Context: an optimization exercise on an open-source flow, tuned for small area. The choices shown serve that exercise and are no tape-out recipe.
In this exercise RTL edits were held to simulation tests only and were not proved equivalent to the original.
Power is estimated from default activity; no workload was simulated.

==> flow/design.v (excerpt) <==
module gomoku(
    input        clk,
    input        rst,
    input        Btn0,
    output [3:0] VGA_R,     output [3:0] VGA_G,  output [3:0] VGA_B,
    output       VGA_HS,    output       VGA_VS,
    output [3:0] KeyPadRow, input  [3:0] KeyPadCol,
    output [7:0] Dot_row,
    output [7:0] Dot1_col,
    output [7:0] Dot2_col,
    output [6:0] HEX0,      output [6:0] HEX1
);
clock: 12.0 ns
lec_check: 0
abc_area: 0
cap_margin: 5
core_margin: 2
core_utilization: 70
slew_margin: 5
synth_hierarchical: 1
synth_minimum_keep_size: 0
standard.sh (not shown) runs the stock make flow with config.mk's settings and CLKGATE_MAP_FILE= SYNTH_SCRIPT=/design/flow/synth_recipe.tcl, a recipe that flattens the netlist after the stock synthesis.
==> flow/flow/run.sh <==
#!/bin/bash
# Layout flow: the standard ORFS flow (same config.mk, same steps and
# synthesis script) with three changes:
#   - ABC maps the logic with flow/abc.script (area oriented, no buffering)
#   - the port buffers are sky130_fd_sc_hd__buf_1
#   - clock tree synthesis inserts no dummy loads
# Each tool's full output is kept under orfs/logs; make's own output in make.log.
set -euo pipefail
W=$(pwd)
cat > "$W/flow_synth.tcl" <<EOS
proc abc {args} {
  set i [lsearch \$args -script]
  if {\$i >= 0} { lset args [expr {\$i + 1}] $W/flow/abc.script }
  yosys abc {*}\$args
}
source $W/synth_recipe.tcl
EOS
make -C "$FLOW_HOME" DESIGN_CONFIG="$W/config.mk" WORK_HOME="$W/orfs" CLKGATE_MAP_FILE= \
    SYNTH_SCRIPT="$W/flow_synth.tcl" \
    BUFFER_PORTS_ARGS="-buffer_cell sky130_fd_sc_hd__buf_1" \
    CTS_ARGS="-sink_clustering_enable -repair_clock_nets -sink_clustering_size 25 -sink_clustering_max_diameter 80 -buf_list sky130_fd_sc_hd__clkbuf_16 -dont_use_dummy_load" \
    finish > "$W/make.log" 2>&1
R="$W/orfs/results/$FLOW_PLATFORM/gomoku/base"
: # left out here: write the final layout as DEF
==> flow/flow/abc.script <==
&get -n
&st
&dch
&nf
&put
Next try:
--- a/flow/flow/run.sh
+++ b/flow/flow/run.sh
@@ -19,5 +19,5 @@
     SYNTH_SCRIPT="$W/flow_synth.tcl" \
     BUFFER_PORTS_ARGS="-buffer_cell sky130_fd_sc_hd__buf_1" \
-    CTS_ARGS="-sink_clustering_enable -repair_clock_nets -sink_clustering_size 25 -sink_clustering_max_diameter 80 -buf_list sky130_fd_sc_hd__clkbuf_16 -dont_use_dummy_load" \
+    CTS_ARGS="-sink_clustering_enable -repair_clock_nets -sink_clustering_size 15 -sink_clustering_max_diameter 60 -buf_list sky130_fd_sc_hd__clkbuf_8 -dont_use_dummy_load" \
     finish > "$W/make.log" 2>&1
 R="$W/orfs/results/$FLOW_PLATFORM/gomoku/base"
Result: The new run completed without violations; maximum frequency falls slightly; global-route usage is lower by 0.15 points; design area stays flat; core utilization went down by 0.23 points; wire length went down slightly; non-clock buffer count stays the same; clock skew goes up by 77 ps; setup slack degrades by 130 ps; sequential share of layout area went up by 0.15 points.
Next try:
--- a/flow/config.mk
+++ b/flow/config.mk
@@ -7,8 +7,8 @@
 export LEC_CHECK = 0
 export ABC_AREA = 0
-export CAP_MARGIN = 5
+export CAP_MARGIN = 20
 export CORE_MARGIN = 2
 export CORE_UTILIZATION = 70
-export SLEW_MARGIN = 5
+export SLEW_MARGIN = 20
 export SYNTH_HIERARCHICAL = 1
 export SYNTH_MINIMUM_KEEP_SIZE = 0
What happened: Setup slack stays flat. Synthesized cell count is unchanged. Clock power barely changes. Area after synthesis does not change.


Another version of the RTL of gomoku (not shown whole).
Size in the first run: roughly 2,300 cells after synthesis, ~610 flip-flops, ~63 I/O pins, about 27,000 sq um of cells after synthesis.
clock: 12.0 ns
lec_check: 0
abc_area: 0
cap_margin: 5
core_margin: 2
core_utilization: 70
slew_margin: 5
==> flow/flow/run.sh <==
#!/bin/bash
# Layout flow: the standard ORFS flow (same config.mk, same steps and
# synthesis script) with four changes:
#   - ABC maps the logic with flow/abc.script (area oriented, no buffering)
#   - adders are left to ABC (no separate half/full adder mapping)
#   - the port buffers are sky130_fd_sc_hd__buf_1
#   - clock tree synthesis inserts no dummy loads
# Each tool's full output is kept under orfs/logs; make's own output in make.log.
set -euo pipefail
W=$(pwd)
cat > "$W/flow_synth.tcl" <<EOS
proc abc {args} {
  set i [lsearch \$args -script]
  if {\$i >= 0} { lset args [expr {\$i + 1}] $W/flow/abc.script }
  yosys abc {*}\$args
}
source $W/synth_recipe.tcl
EOS
make -C "$FLOW_HOME" DESIGN_CONFIG="$W/config.mk" WORK_HOME="$W/orfs" CLKGATE_MAP_FILE= \
    SYNTH_SCRIPT="$W/flow_synth.tcl" ADDER_MAP_FILE= \
    BUFFER_PORTS_ARGS="-buffer_cell sky130_fd_sc_hd__buf_1" \
    CTS_ARGS="-sink_clustering_enable -repair_clock_nets -sink_clustering_size 8 -sink_clustering_max_diameter 40 -buf_list {sky130_fd_sc_hd__clkbuf_2 sky130_fd_sc_hd__clkbuf_4} -dont_use_dummy_load" \
    finish > "$W/make.log" 2>&1
R="$W/orfs/results/$FLOW_PLATFORM/gomoku/base"
: # left out here: write the final layout as DEF
==> flow/flow/abc.script <==
strash
dc2
dch -f
amap
&get -n
&st
&deepsyn -T 60
&dch -f
&nf -p -R 1000 -C 32 -F 8
&put
The starting point finished clean.
Then changed:
--- a/flow/flow/run.sh
+++ b/flow/flow/run.sh
@@ -20,5 +20,5 @@
     SYNTH_SCRIPT="$W/flow_synth.tcl" ADDER_MAP_FILE= \
     BUFFER_PORTS_ARGS="-buffer_cell sky130_fd_sc_hd__buf_1" \
-    CTS_ARGS="-sink_clustering_enable -repair_clock_nets -sink_clustering_size 8 -sink_clustering_max_diameter 40 -buf_list {sky130_fd_sc_hd__clkbuf_2 sky130_fd_sc_hd__clkbuf_4} -dont_use_dummy_load" \
+    CTS_ARGS="-sink_clustering_enable -repair_clock_nets -sink_clustering_size 8 -sink_clustering_max_diameter 40 -buf_list sky130_fd_sc_hd__clkbuf_4 -dont_use_dummy_load" \
     finish > "$W/make.log" 2>&1
 R="$W/orfs/results/$FLOW_PLATFORM/gomoku/base"
--- a/flow/config.mk
+++ b/flow/config.mk
@@ -10,3 +10,4 @@
 export CORE_MARGIN = 2
 export CORE_UTILIZATION = 70
+export GPL_TIMING_DRIVEN = 0
 export SLEW_MARGIN = 5
Outcome: The new run finished clean; clock power stays flat; combinational power climbs by about 5%; wire length climbs by about 2.2%; total power climbs by 0.53%; die area does not change; synthesized cell count is unchanged; critical path depth drops by 1; global-route usage climbs by 0.75 points; count of clock-buffer cells in the layout drops by 1; cell area climbs by about 2.3%; setup slack loses 1000 ps.
Then changed:
--- a/flow/flow/run.sh
+++ b/flow/flow/run.sh
@@ -20,5 +20,5 @@
     SYNTH_SCRIPT="$W/flow_synth.tcl" ADDER_MAP_FILE= \
     BUFFER_PORTS_ARGS="-buffer_cell sky130_fd_sc_hd__buf_1" \
-    CTS_ARGS="-sink_clustering_enable -repair_clock_nets -sink_clustering_size 8 -sink_clustering_max_diameter 40 -buf_list sky130_fd_sc_hd__clkbuf_4 -dont_use_dummy_load" \
+    CTS_ARGS="-sink_clustering_enable -repair_clock_nets -sink_clustering_size 8 -sink_clustering_max_diameter 50 -buf_list sky130_fd_sc_hd__clkbuf_4 -dont_use_dummy_load" \
     finish > "$W/make.log" 2>&1
 R="$W/orfs/results/$FLOW_PLATFORM/gomoku/base"
--- a/flow/config.mk
+++ b/flow/config.mk
@@ -10,4 +10,3 @@
 export CORE_MARGIN = 2
 export CORE_UTILIZATION = 70
-export GPL_TIMING_DRIVEN = 0
 export SLEW_MARGIN = 5
The new run ran to the end with no violations.
Routed wire length decreases by 1.8%.
Power came out lower by 0.70%.
Combinational power falls by 4.9%.
Design area fell by 2.3%.
Register-to-register slack improved by 1700 ps.
Cell count fell by 0.39%.
Sequential share of layout area rose by 1.2 points.
Then changed:
--- a/flow/flow/run.sh
+++ b/flow/flow/run.sh
@@ -20,5 +20,5 @@
     SYNTH_SCRIPT="$W/flow_synth.tcl" ADDER_MAP_FILE= \
     BUFFER_PORTS_ARGS="-buffer_cell sky130_fd_sc_hd__buf_1" \
-    CTS_ARGS="-sink_clustering_enable -repair_clock_nets -sink_clustering_size 8 -sink_clustering_max_diameter 50 -buf_list sky130_fd_sc_hd__clkbuf_4 -dont_use_dummy_load" \
+    CTS_ARGS="-sink_clustering_enable -repair_clock_nets -sink_clustering_size 8 -sink_clustering_max_diameter 40 -buf_list sky130_fd_sc_hd__clkbuf_4 -dont_use_dummy_load" \
     finish > "$W/make.log" 2>&1
 R="$W/orfs/results/$FLOW_PLATFORM/gomoku/base"
--- a/flow/config.mk
+++ b/flow/config.mk
@@ -7,6 +7,6 @@
 export LEC_CHECK = 0
 export ABC_AREA = 0
-export CAP_MARGIN = 5
+export CAP_MARGIN = 0
 export CORE_MARGIN = 2
 export CORE_UTILIZATION = 70
-export SLEW_MARGIN = 5
+export SLEW_MARGIN = 0
What happened: Final area stays flat. Hold slack degrades by 3.2 ps. Utilization stays flat. Wire length is about the same. Sequential cell count stays the same. Non-clock buffer count stays the same. Power hardly moves. Final cell count is about the same. Sequential power is about the same. Clock skew is lower by 5.7 ps.

[static timing again, ports no longer ideal]
In the flow no input, the clock included, has a driving cell. The finished layouts below were timed again as built, in two steps. Step 1 (the two cells are an assumption about what drives the block):
set clk [get_ports {clk}]
set_driving_cell -lib_cell sky130_fd_sc_hd__clkbuf_16 $clk
set_driving_cell -lib_cell sky130_fd_sc_hd__buf_2 [delete_from_list [all_inputs] $clk]
Step 2 moves the port delays by t, midway between the first and last clock arrival at a register: inputs arrive t later, outputs are due t later. That takes back most of the time a late clock gives input paths. Slacks: ideal / step 1 / step 2; pairs: ideal / step 1.
run	t (ns)	setup slack, ns	worst register clock-pin slew, ns	pins driven straight from the clock port
the first run of note 1	0.669	1.411 / 1.449 / 0.780	0.10 / 0.10	1
the second run of note 1	0.692	1.279 / 1.314 / 0.622	0.10 / 0.10	1
the third run of note 1	0.691	1.277 / 1.306 / 0.615	0.10 / 0.10	1
the first run of note 2	0.869	1.567 / 1.587 / 0.718	0.10 / 0.10	1
the second run of note 2	0.887	0.556 / 0.592 / -0.295	0.10 / 0.10	1
the third run of note 2	0.866	1.639 / 1.660 / 0.794	0.10 / 0.10	1
the fourth run of note 2	0.869	1.567 / 1.587 / 0.718	0.10 / 0.10	1
With both steps, setup timing fails in the second run of note 2, where it was met with ideal ports. The setup slack of the second run of note 2, which loses most, moves by +0.036 ns with the drivers and by -0.851 ns with both steps.
